What follows belongs to an exercise in optimizing a design on an open flow for small area; a production flow would make more cautious choices. Only simulation tests tie the RTL to the original design; equivalence was not proved. The flow treats the clock pin as an ideal source, which a real chip does not have. Power and IR drop assume default switching activity.

Design top, start of the top module:
module top(
    input clk,
    input rst,
    input spi_miso,
    output uart_tx,
    output spi_clk,
    output spi_cs,
    output spi_mosi,
    output led_green,
    output led_blue
);
    reg [5:0] p;     
    reg [2:0] s;     
    reg [4:0] u;     
    localparam [5:0] P24 = 6'd48, P49 = 6'd9;    
    localparam [4:0] U12 = 5'd5,  U24 = 5'd20;   
    wire pt   = (p == P49);
    wire rise = pt & (s == 3'd3);               
    wire tick = (p == P24) & (u == U12);        
    wire oclk = s[2];                           
    always @(posedge clk) begin
        if (rst || pt)
            p <= 6'd0;
        else
            p <= {p[4:0], ~(p[5] ^ p[4])};
    end
    always @(posedge clk) begin
        if (rst) begin
            s <= 3'd0;
            u <= 5'd0;
        end else if (pt) begin
            s <= s + 3'd1;
            u <= (u == U24) ? 5'd0 : {u[3:0], ~(u[4] ^ u[2])};
        end
    end
  ...
Settings: LEC_CHECK=0, CAP_MARGIN=20, CORE_MARGIN=2, CORE_UTILIZATION=70, CTS_CLUSTER_DIAMETER=100, CTS_CLUSTER_SIZE=30, SLEW_MARGIN=20; clock period 30.0 ns.
run.sh (not shown) runs the stock make flow with config.mk's settings and CLKGATE_MAP_FILE= SYNTH_SCRIPT=/design/flow/synth_recipe.tcl, a recipe that flattens the netlist after the stock synthesis.
Edit:
==> flow/flow/run.sh (new file) <==
#!/bin/bash
# Layout flow: the standard ORFS flow (standard synthesis unchanged) with
#  - clock tree synthesis without dummy loads and with larger sink clusters,
#  - the smallest buffer on the ports,
#  - cells on paths with slack downsized after clock tree synthesis.
# Each tool's output goes to the ORFS logs under orfs/logs; make's own output
# goes to flow_make.log in the work folder.
set -euo pipefail
here=$(cd "$(dirname "$0")" && pwd)
export CTS_ARGS="-sink_clustering_enable -repair_clock_nets -dont_use_dummy_load -sink_clustering_size 30 -sink_clustering_max_diameter 100"
export BUFFER_PORTS_ARGS="-buffer_cell sky130_fd_sc_hd__buf_1"
export POST_CTS_TCL="$here/post_cts.tcl"
bash standard.sh finish > flow_make.log 2>&1
==> flow/flow/post_cts.tcl (new file) <==
# Downsize cells wherever the timing slack allows, then legalize again.
estimate_parasitics -placement
repair_timing -recover_power 100
detailed_placement
check_placement -verbose
==> flow/standard.sh (new file) <==
#!/bin/bash
# synth_recipe.tcl (not shown) runs the flow's synth.tcl, then flattens the netlist and writes it again
# the make line also repeats each setting of config.mk as NAME=value (left out here)
make -C /OpenROAD-flow-scripts/flow DESIGN_CONFIG=/design/flow/config.mk WORK_HOME=/design/flow/orfs CLKGATE_MAP_FILE= SYNTH_SCRIPT=/design/flow/synth_recipe.tcl "${@:-finish}"
--- a/flow/config.mk
+++ b/flow/config.mk
@@ -8,6 +8,4 @@
 export CAP_MARGIN = 20
 export CORE_MARGIN = 2
-export CORE_UTILIZATION = 70
-export CTS_CLUSTER_DIAMETER = 100
-export CTS_CLUSTER_SIZE = 30
+export CORE_UTILIZATION = 85
 export SLEW_MARGIN = 20
removed: flow/run.sh
Effect:
- With this change the flow did not get past detailed placement on DPL-0033
- synthesized area stays the same
- synthesized cell count is unchanged
Edit:
==> flow/flow/run.sh (replaced) <==
#!/bin/bash
# Layout flow: the standard ORFS flow with these changes:
#  - synthesis maps the logic for area (flow/synth.tcl); registers unchanged,
#  - clock tree synthesis without dummy loads and with larger sink clusters,
#  - the smallest buffer on the ports,
#  - cells on paths with slack downsized after clock tree synthesis.
# Each tool's output goes to the ORFS logs under orfs/logs; make's own output
# goes to synth_make.log and flow_make.log in the work folder.
set -euo pipefail
work=$(pwd)
here=$(cd "$(dirname "$0")" && pwd)
export CTS_ARGS="-sink_clustering_enable -repair_clock_nets -dont_use_dummy_load -sink_clustering_size 36 -sink_clustering_max_diameter 80"
export BUFFER_PORTS_ARGS="-buffer_cell sky130_fd_sc_hd__buf_1"
export POST_CTS_TCL="$here/post_cts.tcl"
make -C "$FLOW_HOME" DESIGN_CONFIG="$work/config.mk" WORK_HOME="$work/orfs" \
  CLKGATE_MAP_FILE= SYNTH_SCRIPT="$here/synth.tcl" synth > synth_make.log 2>&1
bash standard.sh finish > flow_make.log 2>&1
==> flow/flow/synth.tcl (new file) <==
# The standard synthesis (synth_recipe.tcl), with one change: the logic is
# mapped by ABC with an area-oriented script, and adders are left to ABC
# instead of being mapped to adder cells first.  Registers are untouched.
proc synth {args} { yosys synth -nofsm -noshare {*}$args }
proc abc {args} {
  set out {}
  set skip 0
  foreach a $args {
    if {$skip} { set skip 0; continue }
    if {[lsearch {-script -D -constr} $a] >= 0} { set skip 1; continue }
    lappend out $a
  }
  yosys abc {*}$out -script "+strash;dc2;dch,-f;map,-a;mfs2;strash;dch,-f;map,-a"
}
set ::env(ADDER_MAP_FILE) ""
source $::env(SCRIPTS_DIR)/synth.tcl
# left out here: clear keep_hierarchy, flatten, clean up, hide names made inside functions, write 1_2_yosys.v
--- a/flow/config.mk
+++ b/flow/config.mk
@@ -8,4 +8,4 @@
 export CAP_MARGIN = 20
 export CORE_MARGIN = 2
-export CORE_UTILIZATION = 85
+export CORE_UTILIZATION = 60
 export SLEW_MARGIN = 20
The new run passed the timing, design-rule and antenna checks.
Synthesized cell count is higher by about 2.3%.
Area after synthesis came out lower by 9.0%.
Edit:
--- a/flow/flow/run.sh
+++ b/flow/flow/run.sh
@@ -10,5 +10,5 @@
 work=$(pwd)
 here=$(cd "$(dirname "$0")" && pwd)
-export CTS_ARGS="-sink_clustering_enable -repair_clock_nets -dont_use_dummy_load -sink_clustering_size 36 -sink_clustering_max_diameter 80"
+export CTS_ARGS="-sink_clustering_enable -repair_clock_nets -dont_use_dummy_load -sink_clustering_size 32 -sink_clustering_max_diameter 100"
 export BUFFER_PORTS_ARGS="-buffer_cell sky130_fd_sc_hd__buf_1"
 export POST_CTS_TCL="$here/post_cts.tcl"
--- a/flow/config.mk
+++ b/flow/config.mk
@@ -8,4 +8,4 @@
 export CAP_MARGIN = 20
 export CORE_MARGIN = 2
-export CORE_UTILIZATION = 60
+export CORE_UTILIZATION = 70
 export SLEW_MARGIN = 20
Effect:
- cell area decreases by 0.95%
- clock skew decreases by 0.018 ns
- maximum frequency decreases by 0.53%
- power decreases by 1.7%
- routed wire length increases by 9.2%
- worst hold slack barely changes
- sequential power is about the same
- register-to-register slack improved by 0.09 ns
- global-route usage increases by 5.6 points
- via count increases by 1.5%
Edit:
--- a/flow/flow/run.sh
+++ b/flow/flow/run.sh
@@ -10,5 +10,5 @@
 work=$(pwd)
 here=$(cd "$(dirname "$0")" && pwd)
-export CTS_ARGS="-sink_clustering_enable -repair_clock_nets -dont_use_dummy_load -sink_clustering_size 32 -sink_clustering_max_diameter 100"
+export CTS_ARGS="-sink_clustering_enable -repair_clock_nets -dont_use_dummy_load -sink_clustering_size 30 -sink_clustering_max_diameter 100 -distance_between_buffers 1000 -branching_point_buffers_distance 1000"
 export BUFFER_PORTS_ARGS="-buffer_cell sky130_fd_sc_hd__buf_1"
 export POST_CTS_TCL="$here/post_cts.tcl"
- utilization does not change
- via count barely changes
- die area does not change
- total power stays flat
- design area is unchanged
- final cell count stays the same
- non-clock buffer count stays the same
- worst setup slack is worse by 0.024 ns
- synthesized cell count does not change
- worst hold slack gains 0.033 ns
Edit:
==> flow/flow/run.sh (replaced) <==
#!/bin/bash
# Layout flow: the standard ORFS flow (standard synthesis unchanged) with
#  - clock tree synthesis without dummy loads and with larger sink clusters,
#  - the smallest buffer on the ports,
#  - cells on paths with slack downsized after clock tree synthesis.
# Each tool's output goes to the ORFS logs under orfs/logs; make's own output
# goes to flow_make.log in the work folder.
set -euo pipefail
here=$(cd "$(dirname "$0")" && pwd)
export CTS_ARGS="-sink_clustering_enable -repair_clock_nets -dont_use_dummy_load -sink_clustering_size 30 -sink_clustering_max_diameter 60"
export BUFFER_PORTS_ARGS="-buffer_cell sky130_fd_sc_hd__buf_1"
export POST_CTS_TCL="$here/post_cts.tcl"
bash standard.sh finish > flow_make.log 2>&1
--- a/flow/config.mk
+++ b/flow/config.mk
@@ -8,4 +8,4 @@
 export CAP_MARGIN = 20
 export CORE_MARGIN = 2
-export CORE_UTILIZATION = 70
+export CORE_UTILIZATION = 75
 export SLEW_MARGIN = 20
removed: flow/flow/synth.tcl
What happened:
- core utilization goes up by 5.2 points
- area after synthesis goes up by 9.9%
- sequential power is about the same
- global-route usage goes up by 4.3 points
- fmax goes up by 0.90%
- register-to-register slack gains 0.57 ns
- final cell count goes down by 3.6%

separate check: timing with driven ports:
The flow's constraints put no driver on any port. The routed layouts listed below were extracted and timed again, unchanged, in two steps.
Step 1 (the two cells are an assumption about what drives the block):
set clk [get_ports {clk}]
set_driving_cell -lib_cell sky130_fd_sc_hd__clkbuf_16 $clk
set_driving_cell -lib_cell sky130_fd_sc_hd__buf_2 [delete_from_list [all_inputs] $clk]
Step 2, shift: input delay + t, output delay - t, t = (earliest + latest rising clock arrival at the registers) / 2. This alone moves slack from input paths to output paths.
Slacks: ideal ports / drivers / drivers and shift; pairs: ideal ports / drivers.
run | t (ns) | setup WS [ns] | hold WS [ns] | latest minus earliest clock arrival (ns) | worst data-port slew with drivers (ns)
the first run | 0.508 | 21.427 / 21.395 / 21.902 | 0.318 / 0.318 / 0.318 | 0.023 / 0.023 | 0.03
the third run | 0.493 | 21.817 / 21.782 / 22.076 | 0.280 / 0.280 / 0.280 | 0.065 / 0.064 | 0.04
the fourth run | 0.495 | 21.773 / 21.739 / 22.187 | 0.282 / 0.282 / 0.282 | 0.047 / 0.047 | 0.04
the fifth run | 0.490 | 21.750 / 21.719 / 22.174 | 0.314 / 0.314 / 0.314 | 0.037 / 0.038 | 0.04
the sixth run | 0.495 | 21.823 / 21.789 / 22.147 | 0.323 / 0.323 / 0.323 | 0.063 / 0.063 | 0.03
After both steps every run listed still meets setup and hold.
